This is an optimization exercise on Yosys and OpenROAD, whose aim is small area, a short achievable clock period and few clock cycles, not a production implementation. Where RTL was checked, it was by simulation tests only, not by an equivalence proof against the original.

S:
==> flow/design.v <==
`timescale 1ns / 1ps
module GCD(
    input         clk,
    input         rst,         
    input         start,       
    input  [15:0] a_in,
    input  [15:0] b_in,
    output        done,        
    output [15:0] Gcd,
    output [55:0] seg          
    );
    localparam STEPS = 3;      
    reg [16:0] F, G;
    reg [4:0]  D;
    reg [3:0]  K;
    reg        Busy;
    reg        Slow;           
    reg        Low;            
    reg [2:0]  Cnt;            
    reg        DoneReg;
    reg [18:0] Dg;             
    function [42:0] gstep(input [16:0] f, input [16:0] g, input [4:0] d,
                          input [3:0] k);
        reg        sub, swap, odd2;
        reg [15:0] sq;
        reg [17:0] x;
        reg [16:0] fo, go;
        reg [4:0]  dx;
        reg [1:0]  sh, dec;
        begin
            sub  = !(f[1] ^ g[1]);
            sq   = {g[16], g[16:2]} + ({f[16], f[16:2]} ^ {16{sub}}) + 16'd1;
            swap = d[4];
            odd2 = f[0] && g[0];
            x    = odd2 ? {sq[15], sq, 1'b0}
                 : (f[0] || !g[0]) ? {g[16], g} : {f[16], f};
            sh   = (!f[0] || x[1]) ? 2'd1 : x[2] ? 2'd2 : 2'd3;
            go   = (sh == 2'd1) ? x[17:1]
                 : (sh == 2'd2) ? {x[17], x[17:2]} : {{2{x[17]}}, x[17:3]};
            fo   = !f[0] ? (g[0] ? g : {f[16], f[16:1]})
                         : (odd2 && swap) ? g : f;
            dx   = ((!f[0] && g[0]) || (odd2 && swap)) ? ~d : d;
            dec  = !f[0] ? 2'd0 : (odd2 && swap) ? sh - 2'd1 : sh;
            gstep = {fo, go, dx - {3'd0, dec}, k + {3'd0, !f[0] && !g[0]}};
        end
    endfunction
    reg [16:0] fn, gn, fp, gp;
    reg [4:0]  dn;
    reg [3:0]  kn, kp;
    integer s;
    always @* begin
        fn = F; gn = G; dn = D; kn = K;
        fp = F; gp = G; kp = K;
        for (s = 0; s < STEPS; s = s + 1) begin
            if (s == STEPS - 1) begin fp = fn; gp = gn; kp = kn; end
            {fn, gn, dn, kn} = gstep(fn, gn, dn, kn);
        end
    end
    wire        TermP = (gp == 17'd0) && (fp[0] || fp == 17'd0);
    wire [16:0] Absf  = {fp[16:1] ^ {16{fp[16]}}, fp[0]};
    wire        Big16 = |Absf[15:12];
    wire        Big   = |Absf[15:8];
    wire        Fast  = !Big && (kp == 4'd0);
    function [3:0] add3(input [3:0] x);
        case (x)
            4'd5: add3 = 4'd8;
            4'd6: add3 = 4'd9;
            4'd7: add3 = 4'd10;
            4'd8: add3 = 4'd11;
            4'd9: add3 = 4'd12;
            default: add3 = x;
        endcase
    endfunction
    function [9:0] bcd8(input [7:0] v);
        reg [11:0] r;
        integer i;
        begin
            r = 12'd0;
            for (i = 7; i >= 0; i = i - 1) begin
                r[3:0] = add3(r[3:0]);
                r[7:4] = add3(r[7:4]);
                r = {r[10:0], v[i]};
            end
            bcd8 = r[9:0];
        end
    endfunction
    function [18:0] dabble(input [18:0] d, input bit_in);
        dabble = {d[17:16],
                  add3(d[15:12]), add3(d[11:8]), add3(d[7:4]), add3(d[3:0]),
                  bit_in};
    endfunction
    wire [7:0] V8 = Big16 ? Absf[15:8] : Big ? Absf[11:4] : Absf[7:0];
    wire [9:0] B8 = bcd8(V8);
    function [4:0] zflags(input [18:0] d);
        reg z4, z3, z2, z1, z0;
        begin
            z4 = (d[18:16] == 3'd0);
            z3 = z4 && (d[15:12] == 4'd0);
            z2 = z3 && (d[11:8] == 4'd0);
            z1 = z2 && (d[7:4] == 4'd0);
            z0 = z1 && (d[3:0] == 4'd0);
            zflags = {z4, z3, z2, z1, z0};
        end
    endfunction
    function [18:0] blank(input [18:0] d);
        reg [4:0] z;
        begin
            z = zflags(d);
            blank = d | {3'd0, {4{z[3]}}, {4{z[2]}}, {4{z[1]}}, {4{z[0]}}};
        end
    endfunction
    function [18:0] unblank(input [18:0] d);
        unblank = {d[18:16],
                   d[15:12] & {4{d[15:12] != 4'hF}}, d[11:8] & {4{d[11:8] != 4'hF}},
                   d[7:4] & {4{d[7:4] != 4'hF}}, d[3:0] & {4{d[3:0] != 4'hF}}};
    endfunction
    function [6:0] seg7(input [3:0] x);
        reg a, b, c, d, e, f, g;
        begin
            a = (!x[3] && !x[2] && !x[1] && x[0]) || (x[2] && !x[1] && !x[0])
                || (x[3] && x[2]);
            b = (x[2] && (x[1] ^ x[0])) || (x[3] && x[2]);
            c = (!x[2] && x[1] && !x[0]) || (x[3] && x[2]);
            d = a || (x[2] && x[1] && x[0]);
            e = x[0] || (x[2] && !x[1]);
            f = (!x[3] && !x[2] && (x[1] || x[0])) || (x[2] && x[1] && x[0]);
            g = (!x[3] && !x[2] && !x[1]) || (x[2] && x[1] && x[0]);
            seg7 = {g, f, e, d, c, b, a};
        end
    endfunction
    function [6:0] seg7t(input [2:0] y);
        reg a, b, c, d, e, f, g;
        begin
            a = !y[1] && (!y[2] || !y[0]);
            b = (y[2] && (y[1] ^ y[0])) || (!y[2] && !y[1] && !y[0]);
            c = !y[2] && !y[0];
            d = a;
            e = y[0] || !y[1];
            f = !y[2] || (y[1] && y[0]);
            g = !y[2] && !y[1];
            seg7t = {g, f, e, d, c, b, a};
        end
    endfunction
    assign seg  = {7'h7F, 7'h7F, 7'h7F, seg7t(Dg[18:16]),
                   seg7(Dg[15:12]), seg7(Dg[11:8]), seg7(Dg[7:4]), seg7(Dg[3:0])};
    assign Gcd  = F[15:0];
    assign done = DoneReg;
    wire Conv = Busy && !Slow && TermP;
    wire [18:0] DgNext = blank(dabble(unblank(Dg), Low ? F[Cnt] : 1'b0));
    always @(posedge clk) begin
        G <= Busy ? gn : {1'b0, b_in};
        D <= Busy ? dn : 5'd0;
        if (!Busy) begin
            F <= {1'b0, a_in};
            K <= 4'd0;
        end else if (Slow) begin
            if (!Low) begin
                F <= {F[15:0], 1'b0};
                K <= K - 4'd1;
            end
        end else begin
            F <= Conv ? Absf : fn;
            K <= kn;
        end
        if (Slow) Dg <= DgNext;
        else      Dg <= {3'd0, 4'hF, {2'd0, B8[9:8]} | {4{V8 < 8'd100}},
                         B8[7:4] | {4{V8 < 8'd10}}, B8[3:0] | {4{V8 == 8'd0}}};
        if (Slow) Cnt <= Cnt - 3'd1;
        else      Cnt <= {Big16, 2'b11};
        if (rst) begin
            Busy    <= 1'b0;
            Slow    <= 1'b0;
            DoneReg <= 1'b0;
        end else begin
            DoneReg <= 1'b0;
            if (start) begin
                Busy <= 1'b1;
            end else if (Slow) begin
                if (Low) begin
                    if (Cnt == 3'd0) begin
                        Low <= 1'b0;
                        if (K == 4'd0) begin
                            Slow    <= 1'b0;
                            Busy    <= 1'b0;
                            DoneReg <= 1'b1;
                        end
                    end
                end else if (K == 4'd1) begin
                    Slow    <= 1'b0;
                    Busy    <= 1'b0;
                    DoneReg <= 1'b1;
                end
            end else if (Conv) begin
                if (Fast) begin
                    Busy    <= 1'b0;
                    DoneReg <= 1'b1;
                end else begin
                    Slow <= 1'b1;
                    Low  <= Big;
                end
            end
        end
    end
endmodule
export LEC_CHECK = 0
export ABC_AREA = 1
export CAP_MARGIN = 20
export CORE_MARGIN = 2
export CORE_UTILIZATION = 40
export CTS_BUF_LIST = sky130_fd_sc_hd__clkbuf_8
export SLEW_MARGIN = 20
create_clock -name core_clock -period 38.0 [get_ports {clk}]
run.sh (not shown) runs the stock make flow with config.mk's settings and CLKGATE_MAP_FILE= SYNTH_SCRIPT=/design/flow/synth_recipe.tcl, a recipe that flattens the netlist after the stock synthesis.
Testbench counts of S, summed over its fixed seeds: cycles 19,906.
Relative to S, the following input files were edited for R:
--- a/flow/design.v
+++ b/flow/design.v
@@ -12,5 +12,5 @@
     localparam STEPS = 3;      
     reg [16:0] F, G;
-    reg [4:0]  D;
+    reg [1:0]  D;
     reg [3:0]  K;
     reg        Busy;
@@ -20,5 +20,5 @@
     reg        DoneReg;
     reg [18:0] Dg;             
-    function [42:0] gstep(input [16:0] f, input [16:0] g, input [4:0] d,
+    function [39:0] gstep(input [16:0] f, input [16:0] g, input [1:0] d,
                           input [3:0] k);
         reg        sub, swap, odd2;
@@ -26,10 +26,11 @@
         reg [17:0] x;
         reg [16:0] fo, go;
-        reg [4:0]  dx;
+        reg [1:0]  dx, dq;
+        reg [3:0]  dw;
         reg [1:0]  sh, dec;
         begin
             sub  = !(f[1] ^ g[1]);
             sq   = {g[16], g[16:2]} + ({f[16], f[16:2]} ^ {16{sub}}) + 16'd1;
-            swap = d[4];
+            swap = d[1];
             odd2 = f[0] && g[0];
             x    = odd2 ? {sq[15], sq, 1'b0}
@@ -42,9 +43,11 @@
             dx   = ((!f[0] && g[0]) || (odd2 && swap)) ? ~d : d;
             dec  = !f[0] ? 2'd0 : (odd2 && swap) ? sh - 2'd1 : sh;
-            gstep = {fo, go, dx - {3'd0, dec}, k + {3'd0, !f[0] && !g[0]}};
+            dw   = {{2{dx[1]}}, dx} - {2'd0, dec};
+            dq   = (dw[3] && dw[2:1] != 2'b11) ? 2'b10 : dw[1:0];
+            gstep = {fo, go, dq, k + {3'd0, !f[0] && !g[0]}};
         end
     endfunction
     reg [16:0] fn, gn, fp, gp;
-    reg [4:0]  dn;
+    reg [1:0]  dn;
     reg [3:0]  kn, kp;
     integer s;
@@ -150,5 +153,5 @@
     always @(posedge clk) begin
         G <= Busy ? gn : {1'b0, b_in};
-        D <= Busy ? dn : 5'd0;
+        D <= Busy ? dn : 2'd0;
         if (!Busy) begin
             F <= {1'b0, a_in};
## What came out
Diff S -> R: setup slack after layout saw an increase; final standard cell utilization of the core saw an increase.
R finished every step from synthesis to the final layout, and the layout passed the timing, DRC and antenna checks.
No functional check of the RTL was part of R.

## run a
Another version of the RTL of GCD (not shown whole).
For scale: roughly 1,900 cells after synthesis, about 85 flip-flops, ~110 I/O pins.
==> module GCD, before the edit <==
module GCD(
    input         clk,
    input         rst,         
    input         start,       
    input  [15:0] a_in,
    input  [15:0] b_in,
    output        done,        
    output [15:0] Gcd,
    output [55:0] seg          
    );
    localparam STEPS = 3;      
    reg [16:0] F, G;
    reg [4:0]  D;
    reg [3:0]  K;
    reg        Busy;
    reg        Slow;           
    reg        Low;            
    reg [2:0]  Cnt;            
    reg        DoneReg;
    reg [34:0] Sg;             
    function [42:0] gstep(input [16:0] f, input [16:0] g, input [4:0] d,
                          input [3:0] k);
        reg        sub, swap, odd2;
        reg [15:0] sq;
        reg [17:0] x;
        reg [16:0] fo, go;
        reg [4:0]  dx;
        reg [1:0]  sh, dec;
        begin
            sub  = !(f[1] ^ g[1]);
            sq   = {g[16], g[16:2]} + ({f[16], f[16:2]} ^ {16{sub}}) + 16'd1;
            swap = d[4];
            odd2 = f[0] && g[0];
            x    = odd2 ? {sq[15], sq, 1'b0}
                 : (f[0] || !g[0]) ? {g[16], g} : {f[16], f};
            sh   = (!f[0] || x[1]) ? 2'd1 : x[2] ? 2'd2 : 2'd3;
            go   = (sh == 2'd1) ? x[17:1]
                 : (sh == 2'd2) ? {x[17], x[17:2]} : {{2{x[17]}}, x[17:3]};
            fo   = !f[0] ? (g[0] ? g : {f[16], f[16:1]})
                         : (odd2 && swap) ? g : f;
            dx   = ((!f[0] && g[0]) || (odd2 && swap)) ? ~d : d;
            dec  = !f[0] ? 2'd0 : (odd2 && swap) ? sh - 2'd1 : sh;
            gstep = {fo, go, dx - {3'd0, dec}, k + {3'd0, !f[0] && !g[0]}};
        end
    endfunction
    reg [16:0] fn, gn, fp, gp;
    reg [4:0]  dn;
    reg [3:0]  kn, kp;
    integer s;
    always @* begin
        fn = F; gn = G; dn = D; kn = K;
        fp = F; gp = G; kp = K;
        for (s = 0; s < STEPS; s = s + 1) begin
            if (s == STEPS - 1) begin fp = fn; gp = gn; kp = kn; end
            {fn, gn, dn, kn} = gstep(fn, gn, dn, kn);
        end
    end
    wire        TermP = (gp == 17'd0) && (fp[0] || fp == 17'd0);
    wire [16:0] Absf  = {fp[16:1] ^ {16{fp[16]}}, fp[0]};
    wire        Big   = |Absf[15:8];
    wire        Fast  = !Big && (kp == 4'd0);
    function [3:0] add3(input [3:0] x);
        case (x)
            4'd5: add3 = 4'd8;
            4'd6: add3 = 4'd9;
            4'd7: add3 = 4'd10;
            4'd8: add3 = 4'd11;
            4'd9: add3 = 4'd12;
            default: add3 = x;
        endcase
    endfunction
    function [9:0] bcd8(input [7:0] v);
        reg [11:0] r;
        integer i;
        begin
            r = 12'd0;
            for (i = 7; i >= 0; i = i - 1) begin
                r[3:0] = add3(r[3:0]);
                r[7:4] = add3(r[7:4]);
                r = {r[10:0], v[i]};
            end
            bcd8 = r[9:0];
        end
    endfunction
    function [18:0] dabble(input [18:0] d, input bit_in);
        dabble = {d[17:16],
                  add3(d[15:12]), add3(d[11:8]), add3(d[7:4]), add3(d[3:0]),
                  bit_in};
    endfunction
    wire [7:0] V8 = Big ? Absf[15:8] : Absf[7:0];
    wire [9:0] B8 = bcd8(V8);
    function [4:0] zflags(input [18:0] d);
        reg z4, z3, z2, z1, z0;
        begin
            z4 = (d[18:16] == 3'd0);
            z3 = z4 && (d[15:12] == 4'd0);
            z2 = z3 && (d[11:8] == 4'd0);
            z1 = z2 && (d[7:4] == 4'd0);
            z0 = z1 && (d[3:0] == 4'd0);
            zflags = {z4, z3, z2, z1, z0};
        end
    endfunction
    function [6:0] seg7(input blank, input [3:0] x);
        reg a, b, c, d, e, f, g;
        begin
            a = (!x[3] && !x[2] && !x[1] && x[0]) || (x[2] && !x[1] && !x[0]);
            b = x[2] && (x[1] ^ x[0]);
            c = !x[2] && x[1] && !x[0];
            d = a || (x[2] && x[1] && x[0]);
            e = x[0] || (x[2] && !x[1]);
            f = (!x[3] && !x[2] && (x[1] || x[0])) || (x[2] && x[1] && x[0]);
            g = (!x[3] && !x[2] && !x[1]) || (x[2] && x[1] && x[0]);
            seg7 = {g, f, e, d, c, b, a} | {7{blank}};
        end
    endfunction
    function [3:0] unseg7(input [6:0] s);
        reg a, b, c, d, e, f, g;
        begin
            {g, f, e, d, c, b, a} = s;
            unseg7 = {!a && !b && !c && !d && !f && !g,
                      (b && !c) || (a && !f) || (g && f && !a),
                      (f && !(g && a)) || (b && !e),
                      e && !c && !(a && !f)};
        end
    endfunction
    function [34:0] segs(input [18:0] d, input [4:0] z);
        segs = {seg7(z[4], {1'b0, d[18:16]}), seg7(z[3], d[15:12]),
                seg7(z[2], d[11:8]), seg7(z[1], d[7:4]), seg7(z[0], d[3:0])};
    endfunction
    wire [3:0]  Dg4 = unseg7(Sg[34:28]);
    wire [18:0] Dg  = {Dg4[2:0], unseg7(Sg[27:21]), unseg7(Sg[20:14]),
                       unseg7(Sg[13:7]), unseg7(Sg[6:0])};
    assign seg  = {7'h7F, 7'h7F, 7'h7F, Sg};
    assign Gcd  = F[15:0];
    assign done = DoneReg;
    wire Conv = Busy && !Slow && TermP;
    wire [18:0] DgNext = dabble(Dg, Low ? F[Cnt] : 1'b0);
    always @(posedge clk) begin
        if (!Busy) begin
            F <= {1'b0, a_in};
            G <= {1'b0, b_in};
            D <= 5'd0;
            K <= 4'd0;
        end else if (Slow) begin
            if (!Low) begin
                F <= {F[15:0], 1'b0};
                K <= K - 4'd1;
            end
        end else begin
            F <= Conv ? Absf : fn;
            G <= gn;
            D <= dn;
            K <= kn;
        end
        if (Slow) Sg <= segs(DgNext, zflags(DgNext));
        else      Sg <= segs({9'd0, B8}, {2'b11, V8 < 8'd100, V8 < 8'd10,
                                          V8 == 8'd0});
        if (Slow) Cnt <= Cnt - 3'd1;
        else      Cnt <= 3'd7;
        if (rst) begin
            Busy    <= 1'b0;
            Slow    <= 1'b0;
            DoneReg <= 1'b0;
        end else begin
            DoneReg <= 1'b0;
            if (start) begin
                Busy <= 1'b1;
            end else if (Slow) begin
                if (Low) begin
                    if (Cnt == 3'd0) begin
                        Low <= 1'b0;
                        if (K == 4'd0) begin
                            Slow    <= 1'b0;
                            Busy    <= 1'b0;
                            DoneReg <= 1'b1;
                        end
                    end
                end else if (K == 4'd1) begin
                    Slow    <= 1'b0;
                    Busy    <= 1'b0;
                    DoneReg <= 1'b1;
                end
            end else if (Conv) begin
                if (Fast) begin
                    Busy    <= 1'b0;
                    DoneReg <= 1'b1;
                end else begin
                    Slow <= 1'b1;
                    Low  <= Big;
                end
            end
        end
    end
endmodule
export LEC_CHECK = 0
export ABC_AREA = 1
export CAP_MARGIN = 20
export CORE_MARGIN = 2
export CORE_UTILIZATION = 40
export CTS_BUF_LIST = sky130_fd_sc_hd__clkbuf_8
export SLEW_MARGIN = 20
create_clock -name core_clock -period 38.0 [get_ports {clk}]
[inputs] run b vs run a
-- flow/design.v --
<<< run a, line 12
    localparam STEPS = 3;      
    reg [16:0] F, G;
    reg [4:0]  D;
    reg [3:0]  K;
    reg        Busy;
>>> run b, line 12
    localparam STEPS = 3;      
    reg [16:0] F, G;
    reg [1:0]  D;
    reg [3:0]  K;
    reg        Busy;
<<< run a, line 20
    reg        DoneReg;
    reg [34:0] Sg;             
    function [42:0] gstep(input [16:0] f, input [16:0] g, input [4:0] d,
                          input [3:0] k);
        reg        sub, swap, odd2;
>>> run b, line 20
    reg        DoneReg;
    reg [34:0] Sg;             
    function [39:0] gstep(input [16:0] f, input [16:0] g, input [1:0] d,
                          input [3:0] k);
        reg        sub, swap, odd2;
<<< run a, line 26
        reg [17:0] x;
        reg [16:0] fo, go;
        reg [4:0]  dx;
        reg [1:0]  sh, dec;
        begin
            sub  = !(f[1] ^ g[1]);
            sq   = {g[16], g[16:2]} + ({f[16], f[16:2]} ^ {16{sub}}) + 16'd1;
            swap = d[4];
            odd2 = f[0] && g[0];
            x    = odd2 ? {sq[15], sq, 1'b0}
>>> run b, line 26
        reg [17:0] x;
        reg [16:0] fo, go;
        reg [1:0]  dx, dq;
        reg [3:0]  dw;
        reg [1:0]  sh, dec;
        begin
            sub  = !(f[1] ^ g[1]);
            sq   = {g[16], g[16:2]} + ({f[16], f[16:2]} ^ {16{sub}}) + 16'd1;
            swap = d[1];
            odd2 = f[0] && g[0];
            x    = odd2 ? {sq[15], sq, 1'b0}
<<< run a, line 42
            dx   = ((!f[0] && g[0]) || (odd2 && swap)) ? ~d : d;
            dec  = !f[0] ? 2'd0 : (odd2 && swap) ? sh - 2'd1 : sh;
            gstep = {fo, go, dx - {3'd0, dec}, k + {3'd0, !f[0] && !g[0]}};
        end
    endfunction
    reg [16:0] fn, gn, fp, gp;
    reg [4:0]  dn;
    reg [3:0]  kn, kp;
    integer s;
>>> run b, line 43
            dx   = ((!f[0] && g[0]) || (odd2 && swap)) ? ~d : d;
            dec  = !f[0] ? 2'd0 : (odd2 && swap) ? sh - 2'd1 : sh;
            dw   = {{2{dx[1]}}, dx} - {2'd0, dec};
            dq   = (dw[3] && dw[2:1] != 2'b11) ? 2'b10 : dw[1:0];
            gstep = {fo, go, dq, k + {3'd0, !f[0] && !g[0]}};
        end
    endfunction
    reg [16:0] fn, gn, fp, gp;
    reg [1:0]  dn;
    reg [3:0]  kn, kp;
    integer s;
<<< run a, line 57
        end
    end
    wire        TermP = (gp == 17'd0) && (fp[0] || fp == 17'd0);
    wire [16:0] Absf  = {fp[16:1] ^ {16{fp[16]}}, fp[0]};
    wire        Big   = |Absf[15:8];
    wire        Fast  = !Big && (kp == 4'd0);
>>> run b, line 60
        end
    end
    wire [16:0] Xfg   = fp ^ gp;
    wire        TermP = ((gp == 17'd0) && (fp[0] || fp == 17'd0))
                     || (fp[0] && gp[0] && (&Xfg[16:1] || !(|Xfg[16:1])));
    wire [16:0] Absf  = {fp[16:1] ^ {16{fp[16]}}, fp[0]};
    wire        Big16 = |Absf[15:12];
    wire        Big   = |Absf[15:8];
    wire        Fast  = !Big && (kp == 4'd0);
<<< run a, line 89
                  bit_in};
    endfunction
    wire [7:0] V8 = Big ? Absf[15:8] : Absf[7:0];
    wire [9:0] B8 = bcd8(V8);
    function [4:0] zflags(input [18:0] d);
>>> run b, line 95
                  bit_in};
    endfunction
    wire [7:0] V8 = Big16 ? Absf[15:8] : Big ? Absf[11:4] : Absf[7:0];
    wire [9:0] B8 = bcd8(V8);
    function [4:0] zflags(input [18:0] d);
<<< run a, line 138
    wire [18:0] DgNext = dabble(Dg, Low ? F[Cnt] : 1'b0);
    always @(posedge clk) begin
        if (!Busy) begin
            F <= {1'b0, a_in};
            G <= {1'b0, b_in};
            D <= 5'd0;
            K <= 4'd0;
        end else if (Slow) begin
>>> run b, line 144
    wire [18:0] DgNext = dabble(Dg, Low ? F[Cnt] : 1'b0);
    always @(posedge clk) begin
        G <= Busy ? gn : {1'b0, b_in};
        D <= Busy ? dn : 2'd0;
        if (!Busy) begin
            F <= {1'b0, a_in};
            K <= 4'd0;
        end else if (Slow) begin
<<< run a, line 150
        end else begin
            F <= Conv ? Absf : fn;
            G <= gn;
            D <= dn;
            K <= kn;
        end
        if (Slow) Sg <= segs(DgNext, zflags(DgNext));
        else      Sg <= segs({9'd0, B8}, {2'b11, V8 < 8'd100, V8 < 8'd10,
                                          V8 == 8'd0});
        if (Slow) Cnt <= Cnt - 3'd1;
        else      Cnt <= 3'd7;
        if (rst) begin
            Busy    <= 1'b0;
>>> run b, line 156
        end else begin
            F <= Conv ? Absf : fn;
            K <= kn;
        end
        Sg <= segs(Slow ? DgNext : {9'd0, B8},
                   Slow ? zflags(DgNext)
                        : {2'b11, V8 < 8'd100, V8 < 8'd10, V8 == 8'd0});
        if (Slow) Cnt <= Cnt - 3'd1;
        else      Cnt <= {Big16, 2'b11};
        if (rst) begin
            Busy    <= 1'b0;
==> results.txt <==
Non-clock buffer count, run a and run b: lower on run b. Diff run a -> run b: count of non-CTS inverters in the layout lost about 3%, final cycle utilization of the critical path now larger, synthesis-to-layout area growth shrank by 0.30 points. In the reports for run a and run b, the larger cell count belongs to run a. Run a leaves more setup margin than run b. Between run a and run b, the arrival time of the worst setup path is lower for run a. Taking run a as the reference, in run b die area decreased by about 1.3% relative to the old numbers; total routing resource utilization after global routing shows a reduction of 0.80 points.
Testbench counts of run b, summed over its fixed seeds: cycles 18,861.
No functional check of the RTL was part of run a.

[what the ideal ports hide]
How much do the figures lean on ideal ports? The routed layouts below were timed once more, with nothing changed but the port constraints.
Step 1 assumes that a clkbuf_16 drives the clock port and a buf_2 every other input.
Step 2 adds t to the input delays and takes it off the output delays; t is the mean of the earliest and latest rising clock arrival at the registers after step 1. Input paths then give back, and output paths get back, about the clock's delay inside the block.
Slacks: ideal / step 1 / step 2; pairs: ideal / step 1.
run | t (ns) | setup WS [ns] | slew at the worst register clock pin (ns)
S | 0.407 | 28.421 / 28.381 / 28.766 | 0.08 / 0.08
R | 0.406 | 28.427 / 28.385 / 28.625 | 0.09 / 0.09
run a | 0.402 | 28.425 / 28.425 / 28.425 | 0.10 / 0.10
run b | 0.409 | 28.243 / 28.243 / 28.243 | 0.10 / 0.10
After both steps setup and hold are still met in every run listed.
